Context: an optimization exercise on an open-source flow, tuned for small area, a short achievable clock period and few clock cycles. The choices shown serve that exercise and are no tape-out recipe.
The RTL was checked by simulation tests, not by an equivalence proof against the original design.

**flow/design.v**
```verilog
typedef enum logic [1:0] {
    S_IDLE,
    S_UART_RX,
    S_MILESTONE_1,
	 S_MILESTONE_2
} top_state_type;
typedef enum logic [1:0] {
    S_RXC_IDLE,
    S_RXC_SYNC,
    S_RXC_ASSEMBLE_DATA,
    S_RXC_STOP_BIT
} RX_Controller_state_type;
typedef enum logic [2:0] {
    S_US_IDLE,
    S_US_STRIP_FILE_HEADER_1,
    S_US_STRIP_FILE_HEADER_2,
    S_US_START_FIRST_BYTE_RECEIVE,
    S_US_WRITE_FIRST_BYTE,
    S_US_START_SECOND_BYTE_RECEIVE,
    S_US_WRITE_SECOND_BYTE
} UART_SRAM_state_type;
typedef enum logic [3:0] {
    S_VS_WAIT_NEW_PIXEL_ROW,
    S_VS_NEW_PIXEL_ROW_DELAY_1,
    S_VS_NEW_PIXEL_ROW_DELAY_2,
    S_VS_NEW_PIXEL_ROW_DELAY_3,
    S_VS_NEW_PIXEL_ROW_DELAY_4,
    S_VS_NEW_PIXEL_ROW_DELAY_5,
    S_VS_FETCH_PIXEL_DATA_0,
    S_VS_FETCH_PIXEL_DATA_1,
    S_VS_FETCH_PIXEL_DATA_2,
    S_VS_FETCH_PIXEL_DATA_3
} VGA_SRAM_state_type;
parameter 
   VIEW_AREA_LEFT = 160,
   VIEW_AREA_RIGHT = 480,
   VIEW_AREA_TOP = 120,
   VIEW_AREA_BOTTOM = 360;
typedef enum logic [4:0] {
    S_MS1_IDLE,
    S_MS1_LEAD_IN_0,
    S_MS1_LEAD_IN_1,
    S_MS1_LEAD_IN_2,
    S_MS1_LEAD_IN_3,
    S_MS1_LEAD_IN_4,
    S_MS1_LEAD_IN_5,
    S_MS1_LEAD_IN_6,
    S_MS1_LEAD_IN_7,
    S_MS1_COMMON_CASE_0,
    S_MS1_COMMON_CASE_1,
    S_MS1_COMMON_CASE_2,
    S_MS1_COMMON_CASE_3,
    S_MS1_COMMON_CASE_4,
    S_MS1_COMMON_CASE_5,
    S_MS1_COMMON_CASE_6,
    S_MS1_COMMON_CASE_7,
    S_MS1_COMMON_CASE_8,
    S_MS1_COMMON_CASE_9,
    S_MS1_COMMON_CASE_10,
    S_MS1_COMMON_CASE_11,
    S_MS1_COMMON_CASE_12,
    S_MS1_COMMON_CASE_13,
    S_MS1_LEAD_OUT_0,
    S_MS1_LEAD_OUT_1,
    S_MS1_LEAD_OUT_2,
    S_MS1_LEAD_OUT_3,
    S_MS1_LEAD_OUT_4,
    S_MS1_LEAD_OUT_5,
    S_MS1_LEAD_OUT_6,
    S_MS1_LEAD_OUT_7
} MS1_state_type;
typedef enum logic [4:0] {
   S_MS2_IDLE,
	S_MS2_FSP_LEAD_IN_0,
	S_MS2_FSP_LEAD_IN_1,
	S_MS2_FSP_LEAD_IN_2,
	S_MS2_FSP_LEAD_IN_3,
	S_MS2_FSP_COMMON_CASE,
	S_MS2_FSP_COMMON_CASE_1,
	S_MS2_FSP_LEAD_OUT_0,
	S_MS2_FSP_LEAD_OUT_1,
	S_MS2_FSP_LEAD_OUT_2,
	S_MS2_FSP_LEAD_OUT_3,
	S_MS2_COMPUTE_T,
	S_MS2_FSP_LEAD_IN_4,
	S_MS2_FSP_LEAD_IN_5,
	S_MS2_FSP_LEAD_IN_6,
	S_MS2_COMPUTE_T_LI_0,
	S_MS2_COMPUTE_T_LI_1,
	S_MS2_COMPUTE_T0,
	S_MS2_COMPUTE_T1,
	S_MS2_COMPUTE_T2,
	S_MS2_COMPUTE_T3,
	S_MS2_COMPUTE_S_LI0,
	S_MS2_COMPUTE_S_LI1,
	S_MS2_COMPUTE_S0,
	S_MS2_COMPUTE_S1,
	S_MS2_COMPUTE_S2,
	S_MS2_COMPUTE_S3,
	S_MS2_COMPUTE_S4,
	S_MS2_COMPUTE_S5
} MS2_state_type;
`timescale 1ns/100ps
`default_nettype none
module milestone1(
   input logic clock,
   input logic resetn,
   input logic [15:0] SRAM_read_data,
	output logic [17:0] SRAM_address,
   output logic [15:0] SRAM_write_data,
   output logic SRAM_we_n,
	input logic M1_start,
   output logic M1_end
);
logic [17:0] even_pixel_counter;
logic [17:0] red_counter;
logic [17:0] odd_pixel_counter;
MS1_state_type MS1_state;
logic [3:0] PB_pushed;
logic [7:0] VGA_red, VGA_green, VGA_blue;
logic [9:0] pixel_X_pos;
logic [9:0] pixel_Y_pos;
logic [15:0] VGA_sram_data[5:0];
logic [2:0] rect_row_count;      
logic [2:0] rect_col_count;      
logic [5:0] rect_width_count;    
logic [4:0] rect_height_count;   
logic [2:0] color;
logic [15:0] VGA_sram_data_green [5:0];
logic [15:0] VGA_sram_data_blue [5:0];
logic [15:0] VGA_sram_data_red [5:0];
logic [15:0] u_buffer, v_buffer;
parameter signed a = 32'h129FC;  
parameter signed c = 32'h19893;  
parameter signed e = 32'hFFFF9BE8;  
parameter signed f = 32'hFFFF2FDF;  
parameter signed h = 32'h2049B;  
logic [17:0] y_counter, uv_counter, rgb_counter, row_counter;
logic signed [8:0] u_plus_5, u_minus_5, u_plus_3, u_minus_3, u_plus_1, u_minus_1;
logic signed [8:0] v_plus_5, v_minus_5, v_plus_3, v_minus_3, v_plus_1, v_minus_1;
logic signed [31:0] u_even_prime, v_even_prime, u_odd_prime, v_odd_prime;
logic [17:0] y_address;
logic [17:0] u_address;
logic [17:0] v_address;
logic [17:0] rgb_address;
logic signed [31:0] r_even, r_odd, g_even, g_odd, b_even, b_odd;
logic [7:0] clipped_r_even, clipped_r_odd, clipped_g_even, clipped_g_odd, clipped_b_even, clipped_b_odd; 
logic unsigned [7:0] y_even, y_odd;
logic signed [31:0] adder1, adder2, adder3;
logic signed [63:0] long_res1, long_res2, long_res3, long_res4, long_res5;
logic [31:0] Multi_op_1, Multi_op_2, Multi_op_3, Multi_op_4, Multi_op_5, Multi_op_6, Multi_result_1, Multi_result_2, Multi_result_3;
logic [63:0] Multi_result_long_1, Multi_result_long_2, Multi_result_long_3;
assign Multi_result_long_1 = $signed(Multi_op_1) * $signed(Multi_op_2);
assign Multi_result_long_2 = $signed(Multi_op_3) * $signed(Multi_op_4);
assign Multi_result_long_3 = $signed(Multi_op_5) * $signed(Multi_op_6);
assign Multi_result_1 = Multi_result_long_1[31:0];
assign Multi_result_2 = Multi_result_long_2[31:0];
assign Multi_result_3 = Multi_result_long_3[31:0];
always_comb begin
	if (r_even[31]) begin  
		clipped_r_even = 8'd0;  
		end else if (|r_even[30:24]) begin  
			clipped_r_even = 8'd255;	
		end else begin 
			clipped_r_even = r_even[23:16]; 
		end
	if (g_even[31]) begin 
		clipped_g_even = 8'd0;
		end else if (|g_even[30:24]) begin
			clipped_g_even = 8'd255;
		end else begin
			clipped_g_even = g_even[23:16];	
	end
	if (b_even[31]) begin
		clipped_b_even = 8'd0;
	end else if (|b_even[30:24]) begin
		clipped_b_even = 8'd255;
	end else begin
		clipped_b_even = b_even[23:16];	
	end
	if (r_odd[31]) begin
		clipped_r_odd = 8'd0;
	end else if (|r_odd[30:24]) begin
		clipped_r_odd = 8'd255;
	end else begin
		clipped_r_odd = r_odd[23:16];	
	end
	if (g_odd[31]) begin 
		clipped_g_odd = 8'd0;
	end else if (|g_odd[30:24]) begin
		clipped_g_odd = 8'd255;	
	end else begin
		clipped_g_odd = g_odd[23:16];	
	end
	if (b_odd[31]) begin
		clipped_b_odd = 8'd0;
	end else if (|b_odd[30:24]) begin
		clipped_b_odd = 8'd255;
	end else begin
		clipped_b_odd = b_odd[23:16];		
	end
end
always_ff @ (posedge clock or negedge resetn) begin
	if (resetn == 1'b0) begin
		rect_row_count <= 3'd0;
		rect_col_count <= 3'd0;
		rect_width_count <= 6'd0;
		rect_height_count <= 5'd0;			
		SRAM_we_n <= 1'b1;
		SRAM_write_data <= 16'd0;
		SRAM_address <= 18'd0;
		y_counter <= 18'd0;
		uv_counter <= 18'd0;
		rgb_counter <= 18'd0;
		y_address <= 18'd0;
		u_address <= 18'd38400;
		v_address <= 18'd57600;
		rgb_address <= 18'd146944;
		row_counter <= 18'd0;
		M1_end <= 1'b0;
		MS1_state <= S_MS1_IDLE;
	end else begin
		case (MS1_state)
				S_MS1_IDLE: begin
						y_address <= y_address + y_counter;
						u_address <= u_address + uv_counter;
						v_address <= v_address + uv_counter;
						rgb_address <= rgb_address + rgb_counter;
						adder1 <= 32'd0;
						adder2 <= 32'd0;
						adder3 <= 32'd0;
						y_counter <= 18'd0;
						uv_counter <= 18'd0;
						rgb_counter <= 18'd0;
						u_plus_5 <= 9'd0;
						u_minus_5 <= 9'd0;
						u_plus_3 <= 9'd0;
						u_minus_3 <= 9'd0;
						u_plus_1 <= 9'd0;
						u_minus_1 <= 9'd0;
						v_plus_5 <= 9'd0;
						v_minus_5 <= 9'd0;
						v_plus_3 <= 9'd0;
						v_minus_3 <= 9'd0;
						v_plus_1 <= 9'd0;
						v_minus_1 <= 9'd0;
						u_even_prime <= 32'd0;
						v_even_prime <= 32'd0;
						u_odd_prime <= 32'd0;
						v_odd_prime <= 32'd0;
						y_even <= 8'd0;
						y_odd <= 8'd0;
						if (M1_start == 1'b1) begin
							if (M1_end == 1'b1) begin
								M1_end <= 1'b1;  
							end else begin
								M1_end <= 1'b0;
							end
							MS1_state <= S_MS1_LEAD_IN_0;
						end
            end
            S_MS1_LEAD_IN_0: begin
						  row_counter <= row_counter + 18'd1;
                    SRAM_we_n <= 1'b1;
                    SRAM_address <= y_address + y_counter;  
						  y_counter <= y_counter + 2'd1;
                    MS1_state <= S_MS1_LEAD_IN_1;
            end
            S_MS1_LEAD_IN_1: begin
                    SRAM_address <= u_address + uv_counter;
                    MS1_state <= S_MS1_LEAD_IN_2;
            end
            S_MS1_LEAD_IN_2: begin
                    SRAM_address <= v_address + uv_counter;
                    uv_counter <= uv_counter + 2'd1;  
						  MS1_state <= S_MS1_LEAD_IN_3;
            end
            S_MS1_LEAD_IN_3: begin
               SRAM_address <= u_address + uv_counter;  
					y_even <= SRAM_read_data[15:8];
					y_odd <= SRAM_read_data[7:0];
               MS1_state <= S_MS1_LEAD_IN_4;
            end
            S_MS1_LEAD_IN_4: begin
               SRAM_address <= v_address + uv_counter;  
					uv_counter <= uv_counter + 2'd1;
					u_even_prime <= SRAM_read_data[15:8];
					u_minus_5 <= SRAM_read_data[15:8];
					u_minus_3 <= SRAM_read_data[15:8];
					u_plus_1 <= SRAM_read_data[7:0];
					u_minus_1 <= SRAM_read_data[15:8];
               MS1_state <= S_MS1_LEAD_IN_5;
				end	
            S_MS1_LEAD_IN_5: begin
					v_even_prime <= SRAM_read_data[15:8];
					v_minus_5 <= SRAM_read_data[15:8];
					v_minus_3 <= SRAM_read_data[15:8];
					v_plus_1 <= SRAM_read_data[7:0];
					v_minus_1 <= SRAM_read_data[15:8];
               MS1_state <= S_MS1_LEAD_IN_6;
            end
            S_MS1_LEAD_IN_6: begin
					u_plus_5 <= SRAM_read_data[7:0];
					u_plus_3 <= SRAM_read_data[15:8];
               MS1_state <= S_MS1_LEAD_IN_7;
            end
            S_MS1_LEAD_IN_7: begin
					v_plus_5 <= SRAM_read_data[7:0];
					v_plus_3 <= SRAM_read_data[15:8];
					adder1 <= u_plus_5 + u_minus_5;
					adder2 <= u_plus_3 + u_minus_3;
					adder3 <= u_plus_1 + u_minus_1;
					MS1_state <= S_MS1_COMMON_CASE_0;
            end
				S_MS1_COMMON_CASE_0: begin  
					SRAM_we_n <= 1'b1;
					SRAM_address <= y_address + y_counter;  
					if (y_counter < 18'd159) begin  
						y_counter <= y_counter + 2'd1;
					end
					Multi_op_1 <= adder1;
					Multi_op_2 <= 32'd21;
					Multi_op_3 <= adder2;
					Multi_op_4 <= 32'd52;
					Multi_op_5 <= adder3;
					Multi_op_6 <= 32'd159;
					adder1 <= v_plus_5 + v_minus_5;
					adder2 <= v_plus_3 + v_minus_3;
					adder3 <= v_plus_1 + v_minus_1;
					MS1_state <= S_MS1_COMMON_CASE_1;
            end
            S_MS1_COMMON_CASE_1: begin
					SRAM_address <= u_address + uv_counter;
					u_odd_prime <= $signed(Multi_result_1 - Multi_result_2 + Multi_result_3 + 32'd128) >>> 32'd8;  
					Multi_op_1 <= adder1;
					Multi_op_2 <= 32'd21;
					Multi_op_3 <= adder2;
					Multi_op_4 <= 32'd52;
					Multi_op_5 <= adder3;
					Multi_op_6 <= 32'd159;
					adder1 <= y_even-8'd16;  
					adder2 <= v_even_prime-32'h80;  
					adder3 <= $signed(u_even_prime)-32'h80;
					MS1_state <= S_MS1_COMMON_CASE_2;
            end
            S_MS1_COMMON_CASE_2: begin
					SRAM_address <= v_address + uv_counter;
					if (y_counter < 18'd155) begin  
						uv_counter <= uv_counter + 2'd1;
					end
					v_odd_prime <= $signed(Multi_result_1 - Multi_result_2 + Multi_result_3 + 32'd128) >>> 32'd8;
					Multi_op_1 <= a;
					Multi_op_2 <= adder1;
					Multi_op_3 <= c;
					Multi_op_4 <= adder2;
					Multi_op_5 <= e;
					Multi_op_6 <= adder3;
					MS1_state <= S_MS1_COMMON_CASE_3;
            end
            S_MS1_COMMON_CASE_3: begin
					if (y_counter > 18'd3) begin 
						SRAM_we_n <= 1'b0;
						SRAM_address <= rgb_address + rgb_counter;
						rgb_counter <= rgb_counter + 1'd1;
					   SRAM_write_data <= {clipped_g_odd[7:0], clipped_b_odd[7:0]};
					end
					y_even <= SRAM_read_data[15:8];
					y_odd <= SRAM_read_data[7:0];
					r_even <= (Multi_result_1 + Multi_result_2);  
					g_even <= Multi_result_3;  
					Multi_op_3 <= f;
					Multi_op_4 <= adder2;
					Multi_op_5 <= h;
					Multi_op_6 <= adder3;
					adder1 <= y_odd-32'd16;
					adder2 <= v_odd_prime-32'd128;
					adder3 <= u_odd_prime-32'd128;
					MS1_state <= S_MS1_COMMON_CASE_4;
            end
            S_MS1_COMMON_CASE_4: begin  
					u_buffer <= SRAM_read_data;  
					SRAM_we_n <= 1'b1;
					g_even <= (Multi_result_1 + Multi_result_2 + g_even) ;  
					b_even <= (Multi_result_1 + Multi_result_3) ;
					Multi_op_1 <= a;
					Multi_op_2 <= adder1;
					Multi_op_3 <= c;
					Multi_op_4 <= adder2;
					Multi_op_5 <= e;
					Multi_op_6 <= adder3;
               MS1_state <= S_MS1_COMMON_CASE_5;
            end
            S_MS1_COMMON_CASE_5: begin
					v_buffer <= SRAM_read_data;
					SRAM_we_n <= 1'b0;
					SRAM_address <= rgb_address + rgb_counter;
					rgb_counter <= rgb_counter + 1'd1;
					SRAM_write_data <= {clipped_r_even[7:0], clipped_g_even[7:0]};
					r_odd <= (Multi_result_1 + Multi_result_2) ;
					g_odd <= Multi_result_3;  
					Multi_op_3 <= f;
					Multi_op_4 <= adder2;
					Multi_op_5 <= h;
					Multi_op_6 <= adder3;
						u_even_prime <= u_plus_1;  
						if (y_counter > 18'd157) begin
							u_plus_5 <= u_buffer[7:0];  
						end else begin
							u_plus_5 <= u_buffer[15:8];
					MS1_state <= S_MS1_COMMON_CASE_13;
						end 
						u_minus_5 <= u_minus_3;
						u_plus_3 <= u_plus_5;
						u_minus_3 <= u_minus_1;
						u_plus_1 <= u_plus_3;
						u_minus_1 <= u_plus_1;
					MS1_state <= S_MS1_COMMON_CASE_6;
            end
            S_MS1_COMMON_CASE_6: begin
						SRAM_we_n <= 1'b0;
						SRAM_address <= rgb_address + rgb_counter;
						rgb_counter <= rgb_counter + 1'd1;
						SRAM_write_data <= {clipped_b_even[7:0], clipped_r_odd[7:0]};
						g_odd <= (Multi_result_1 + Multi_result_2 + g_odd);
						b_odd <= (Multi_result_1 + Multi_result_3);
							v_even_prime <= v_plus_1;
							if (y_counter > 18'd157) begin
								v_plus_5 <= v_buffer[7:0];  
							end else begin
								v_plus_5 <= v_buffer[15:8];
							end 
							v_minus_5 <= v_minus_3;
							v_plus_3 <= v_plus_5;
							v_minus_3 <= v_minus_1;
							v_plus_1 <= v_plus_3;
							v_minus_1 <= v_plus_1;
							adder1 <= u_plus_5 + u_minus_5;
							adder2 <= u_plus_3 + u_minus_3;
							adder3 <= u_plus_1 + u_minus_1;
						MS1_state <= S_MS1_COMMON_CASE_7;
            end
            S_MS1_COMMON_CASE_7: begin
					SRAM_we_n <= 1'b1;
					SRAM_address <= y_address + y_counter;
					y_counter <= y_counter + 2'd1;
					Multi_op_1 <= adder1;
					Multi_op_2 <= 32'd21;
					Multi_op_3 <= adder2;
					Multi_op_4 <= 32'd52;
					Multi_op_5 <= adder3;
					Multi_op_6 <= 32'd159;
					adder1 <= v_plus_5 + v_minus_5;
					adder2 <= v_plus_3 + v_minus_3;
					adder3 <= v_plus_1 + v_minus_1;
					MS1_state <= S_MS1_COMMON_CASE_8;
            end
            S_MS1_COMMON_CASE_8: begin
					u_odd_prime <= $signed(Multi_result_1 - Multi_result_2 + Multi_result_3 + 32'd128) >>> 32'd8;  
					Multi_op_1 <= adder1;
					Multi_op_2 <= 32'd21;
					Multi_op_3 <= adder2;
					Multi_op_4 <= 32'd52;
					Multi_op_5 <= adder3;
					Multi_op_6 <= 32'd159;
					adder1 <= y_even-32'd16;
					adder2 <= v_even_prime-32'd128;
					adder3 <= u_even_prime-32'd128;
					MS1_state <= S_MS1_COMMON_CASE_9;
            end
            S_MS1_COMMON_CASE_9: begin
					v_odd_prime <= $signed(Multi_result_1 - Multi_result_2 + Multi_result_3 + 32'd128) >>> 32'd8;
					Multi_op_1 <= a;
					Multi_op_2 <= adder1;
					Multi_op_3 <= c;
					Multi_op_4 <= adder2;
					Multi_op_5 <= e;
					Multi_op_6 <= adder3;
					MS1_state <= S_MS1_COMMON_CASE_10;
            end
            S_MS1_COMMON_CASE_10: begin
					SRAM_we_n <= 1'b0;
					SRAM_address <= rgb_address + rgb_counter;
					rgb_counter <= rgb_counter + 1'd1;
					SRAM_write_data <= {clipped_g_odd[7:0], clipped_b_odd[7:0]};
					y_even <= SRAM_read_data[15:8];
					y_odd <= SRAM_read_data[7:0];
					r_even <= (Multi_result_1 + Multi_result_2) ;
					g_even <= Multi_result_3;  
					Multi_op_3 <= f;
					Multi_op_4 <= adder2;
					Multi_op_5 <= h;
					Multi_op_6 <= adder3;
					adder1 <= y_odd-32'd16;
					adder2 <= v_odd_prime-32'd128;  
					adder3 <= u_odd_prime-32'd128;
					MS1_state <= S_MS1_COMMON_CASE_11;
            end
            S_MS1_COMMON_CASE_11: begin
					SRAM_we_n <= 1'b1;
					g_even <= (Multi_result_1 + Multi_result_2 + g_even);
					b_even <= (Multi_result_1 + Multi_result_3);
					Multi_op_1 <= a;
					Multi_op_2 <= adder1;
					Multi_op_3 <= c;
					Multi_op_4 <= adder2;
					Multi_op_5 <= e;
					Multi_op_6 <= adder3;
               MS1_state <= S_MS1_COMMON_CASE_12;
            end
            S_MS1_COMMON_CASE_12: begin
					SRAM_we_n <= 1'b0;
					SRAM_address <= rgb_address + rgb_counter;
					rgb_counter <= rgb_counter + 1'd1;
					SRAM_write_data <= {clipped_r_even[7:0], clipped_g_even[7:0]};
					r_odd <= (Multi_result_1 + Multi_result_2) ;
					g_odd <= Multi_result_3;  
					Multi_op_3 <= f;
					Multi_op_4 <= adder2;
					Multi_op_5 <= h;
					Multi_op_6 <= adder3;
					u_even_prime <= u_plus_1;
					u_plus_5 <= u_buffer[7:0];
					u_minus_5 <= u_minus_3;
					u_plus_3 <= u_plus_5;
					u_minus_3 <= u_minus_1;
					u_plus_1 <= u_plus_3;
					u_minus_1 <= u_plus_1;
					MS1_state <= S_MS1_COMMON_CASE_13;
            end
            S_MS1_COMMON_CASE_13: begin
					SRAM_we_n <= 1'b0;
					SRAM_address <= rgb_address + rgb_counter;
					SRAM_write_data <= {clipped_b_even[7:0], clipped_r_odd[7:0]};
					g_odd <= (Multi_result_1 + Multi_result_2 + g_odd);
					b_odd <= (Multi_result_1 + Multi_result_3) ;
					v_even_prime <= v_plus_1;
					v_plus_5 <= v_buffer[7:0];
					v_minus_5 <= v_minus_3;
					v_plus_3 <= v_plus_5;
					v_minus_3 <= v_minus_1;
					v_plus_1 <= v_plus_3;
					v_minus_1 <= v_plus_1;
					adder1 <= u_plus_5 + u_minus_5;
					adder2 <= u_plus_3 + u_minus_3;
					adder3 <= u_plus_1 + u_minus_1;
				   if (rgb_counter > 18'd477) begin  
						rgb_counter <= rgb_counter + 18'd1;
						MS1_state <= S_MS1_LEAD_OUT_0;
					end else begin
						rgb_counter <= rgb_counter + 18'd1;
						MS1_state <= S_MS1_COMMON_CASE_0;
					end
            end
				S_MS1_LEAD_OUT_0: begin
					SRAM_address <= rgb_address + rgb_counter;
					SRAM_write_data <= {clipped_g_odd[7:0], clipped_b_odd[7:0]};  
					rgb_counter <= rgb_counter + 18'd1;  
					uv_counter <= uv_counter + 18'd1;
					SRAM_we_n <= 1'b0;  
					MS1_state <= S_MS1_LEAD_OUT_1;
            end
				S_MS1_LEAD_OUT_1: begin
					SRAM_we_n <= 1'b1;
					if (row_counter > 18'd239) begin  
						M1_end <= 1'b1;
						MS1_state <= S_MS1_IDLE;
					end else begin
						MS1_state <= S_MS1_IDLE;
					end
            end
				default: MS1_state <= S_MS1_IDLE;
				endcase
		end
	end
endmodule
```
**flow/run.sh**
```bash
#!/bin/bash
# synth_recipe.tcl (not shown) runs the flow's synth.tcl, then flattens the netlist and writes it again
# the make line also repeats each setting of config.mk as NAME=value (left out here)
make -C /OpenROAD-flow-scripts/flow DESIGN_CONFIG=/design/flow/config.mk WORK_HOME=/design/flow/orfs CLKGATE_MAP_FILE= SYNTH_SCRIPT=/design/flow/synth_recipe.tcl finish
```
**flow/config.mk**
```make
export PLATFORM = sky130hd
export DESIGN_NAME = milestone1
export DESIGN_NICKNAME = milestone1
export VERILOG_FILES = /design/flow/design.v
export SDC_FILE = /design/flow/constraint.sdc
export NUM_CORES = 4
export LEC_CHECK = 0
export CAP_MARGIN = 20
export CORE_MARGIN = 2
export CORE_UTILIZATION = 40
export SLEW_MARGIN = 20
```
**flow/constraint.sdc**
```tcl
create_clock -name core_clock -period 11.0 [get_ports {clock}]
set_input_delay 2.2000 -clock core_clock [delete_from_list [all_inputs] [get_ports {clock}]]
set_output_delay 2.2000 -clock core_clock [all_outputs]
set_load 0.01 [all_outputs]
```
==> results.json <==
{
  "status": "timing/DRC/antenna clean",
  "fill_cells": 20100,
  "synthesis.nets": 10600,
  "drv_cap": 0,
  "fin_setup_tns_ps": 0,
  "use_met2_pct": 38.7,
  "critPathLaunchType": "register",
  "die_width_um": 464,
  "clockRootBuffer": "clkbuf_16",
  "grt_pass1_wl_mm": 386,
  "avgRoutedWirePerCell_um": 21.2,
  "io_buffers": 54,
  "synth_area_per_cell_um2": 9.76,
  "clkTransAtPathRegs_ps": 60,
  "cts_htree_levels": 3,
  "yosysMostFrequentCell": "inv_1",
  "first_iter_violations": 4372,
  "syn_area_mm2": 0.0845,
  "r2r-start": "Multi_op_4[2]",
  "grtUsageMet1_pct": 31.3,
  "end_kind": "register",
  "max_slew_margin_pct": 16.5,
  "num_rows": 168,
  "synthFlopType": "edfxtp_1",
  "hp-class": "register to register",
  "path_class": "register to register",
  "startpoint": "Multi_op_4[2]",
  "start_util_pct": 40.3,
  "crit_slowest_cell": "fa_1",
  "synth_top_cell_area_share_pct": 26.8,
  "antenna_found_initial": 3,
  "worstSetupEndpoint": "g_odd[31]",
  "ys_ff_latch": 728,
  "hpwl_mm": 200,
  "grtUsageTotal_pct": 23.2,
  "maxSlewViolCount": 0,
  "yosysSeqAreaShare_pct": 24.8,
  "via_per_inst": 5.24,
  "grt_max_degree": 75,
  "dr.pass1.iters": 6,
  "yosys.area.top_type": "fa_1",
  "grt.busiest_layer": "met2",
  "wirelength_mm": 248,
  "gr-usage-met3_pct": 2.49,
  "cts_sinks": 728,
  "crit_family": "adder cells",
  "ys_types": 86,
  "fmax_mhz": 94.7,
  "die_h_um": 464,
  "yosys_warnings": 1,
  "fin_area_mm2": 0.0938,
  "post-route-period-util_pct": 96.0,
  "vias": 61400,
  "drc": 0,
  "fin_worst_skew_ps": 60.6,
  "hold_buffers": 0,
  "path_common_cell": "fa_1",
  "area_growth_pct": 11.1,
  "synth-edff-count": 543,
  "period_minus_slack_ps": 10570,
  "synth_area_leaders": "fa_1, edfxtp_1, ha_1",
  "hold_violations": 0,
  "cts_buffer_depth": 3,
  "r2r_end": "g_odd[31]",
  "cp.arrival_ps": 10990,
  "cts_buffers": 83,
  "clk_latency_ps": 740,
  "grt_pass1_vias": 64300,
  "synth_commonest_cells": "inv_1, fa_1, nand2_1, ha_1, and2_1",
  "cts_tree": "yes",
  "async_reset_ff_share_pct": 25.4,
  "setup_violations": 0,
  "crit_fanout": 10,
  "critical_path_depth": 42,
  "synthCells": 8657,
  "placed_area_mm2": 0.0899,
  "place.gp.congestion": 0.955,
  "antenna_left": 0,
  "grt-ovfl-total": 0,
  "cp.required_ps": 11420,
  "rrSetupSlack_ps": 430,
  "worstMarginPinSlew_ps": 1240,
  "layout.nets": 10700,
  "drive_above_1_share_pct": 7.57,
  "r2r.worst_path.cells": 42,
  "io_pins": 55,
  "die_area_mm2": 0.215,
  "critPathMaxStageDelay_ps": 560,
  "crit_buf_inv": 5,
  "core_area_mm2": 0.210
}
through the flow:
stage / cells / worst slack (ps) / util [%] / hold WS [ps]
5_1_grt: 11700 / -31.6 / 44.7 / 477
2_1_floorplan: 8657 / 856 / - / 441
6_report: 11700 / 435 / 44.7 / 459
3_3_place_gp: 11500 / 148 / 42.8 / 449
3_5_place_dp: 11500 / 149 / 42.9 / 452
4_1_cts: 11600 / 9.05 / 44.2 / 462
worst register-to-register path, delay by kind of cell, from the launching register on:
family	cells	cell delay [ps]
AND/OR/NAND/NOR	6	950
adder cells (fa/ha/maj)	11	4610
buffers and inverters	5	440
AO/OA/AOI/OAI	15	3120
flip-flops	1	470
multiplexers	1	90
XOR/XNOR	4	610
worst min path at each step:
stage	from	to	slack, ps	depth (start not counted)
global placement	v_address[14]	v_address[14]	450	2
finish	v_address[14]	v_address[14]	460	2
CTS	v_address[14]	v_address[14]	460	2
detailed placement	v_address[14]	v_address[14]	450	2
floorplan	rgb_address[10]	rgb_address[10]	440	2
global route	u_address[9]	u_address[9]	480	2
routing by layer:
layer	part of all wire (%)	vias to the layer above
met2	48	1725
met4	3.8	4
met3	5.1	382
li1	-	28200
met5	0.011	-
met1	43	31200
kinds of logic (layout without fill, tap and decap cells):
logic type / count (synthesis) / after routing / synth area share [%]
AOI/OAI and AO/OA: 1170 / 1170 / 9.03
buffers and inverters: 1747 / 2003 / 7.77
and+or+nand+nor: 2572 / 2572 / 14.6
other: 1 / 3 / 0.00444
DFF: 728 / 728 / 24.8
muxes: 15 / 15 / 0.188
adders and majority gates: 1882 / 1882 / 37.9
xor gates and xnor gates: 542 / 542 / 5.66
layout by cell type (no fill, tap or decap), types with 83 or more instances in the layout:
cell type	n
and2_1	685
dfrtp_1	170
o21ai_0	307
edfxtp_1	543
inv_1	1403
xor2_1	171
buf_4	361
xnor2_1	351
a21o_1	129
nand2_1	1079
ha_1	746
fa_1	1128
nor2_1	345
clkbuf_16	84
a21oi_1	271
a22o_1	83
layout make-up:
cell class              count  area (µm²)  area share (%)
clock buffers              93        2140            2.28
multi-input cells        6182       57400            61.2
repair buffers            442        3750            3.99
flip-flops and latches    728       21000            22.3
clock inverters            61         757           0.807
inverters                1407        5290            5.63
diodes                      2        5.00         0.00533
well taps                2805        3510            3.74
registers in the layout (all words and copies together) (netlist names), 24 cells and up:
name,flops
g_odd,32
g_even,32
Multi_op_4,32
Multi_op_6,32
u_odd_prime,24
Multi_op_5,32
Multi_op_3,32
v_odd_prime,24
adder2,32
adder3,32
repair_timing:
action | CTS | global route
gates resized for setup | 0 | 67
endpoints found under the setup margin | 0 | 16
setup buffers | 0 | 73
endpoints found under the hold margin | 0 | 0
Testbench counts, summed over its fixed seeds: cycles 1,628,640.

==> re-timing with driven ports <==
The results above use ideal ports. As a check the final layout listed here was re-extracted and re-timed, cells and wires unchanged.
Step 1 sets driving cells, clkbuf_16 on the clock port and buf_2 on the other inputs (assumed; they add their load-dependent delay and slew).
Step 2 also shifts input and output timing later by t, the mid clock arrival at the registers, as if the neighbouring blocks saw the same clock.
Three values: ideal ports, drivers, drivers and shift; two values: the first two.
t, ns: 0.781
slack for setup (ns): 0.435 / 0.435 / 0.435
worst hold slack (ns): 0.459 / 0.459 / 0.459
worst register clock-pin slew, ns: 0.08 / 0.08
worst data-port slew with drivers (ns): 0.08
After both steps this run still meets setup and hold. The setup slack of this run moves by 0.000 ns with the drivers and by 0.000 ns with both steps.
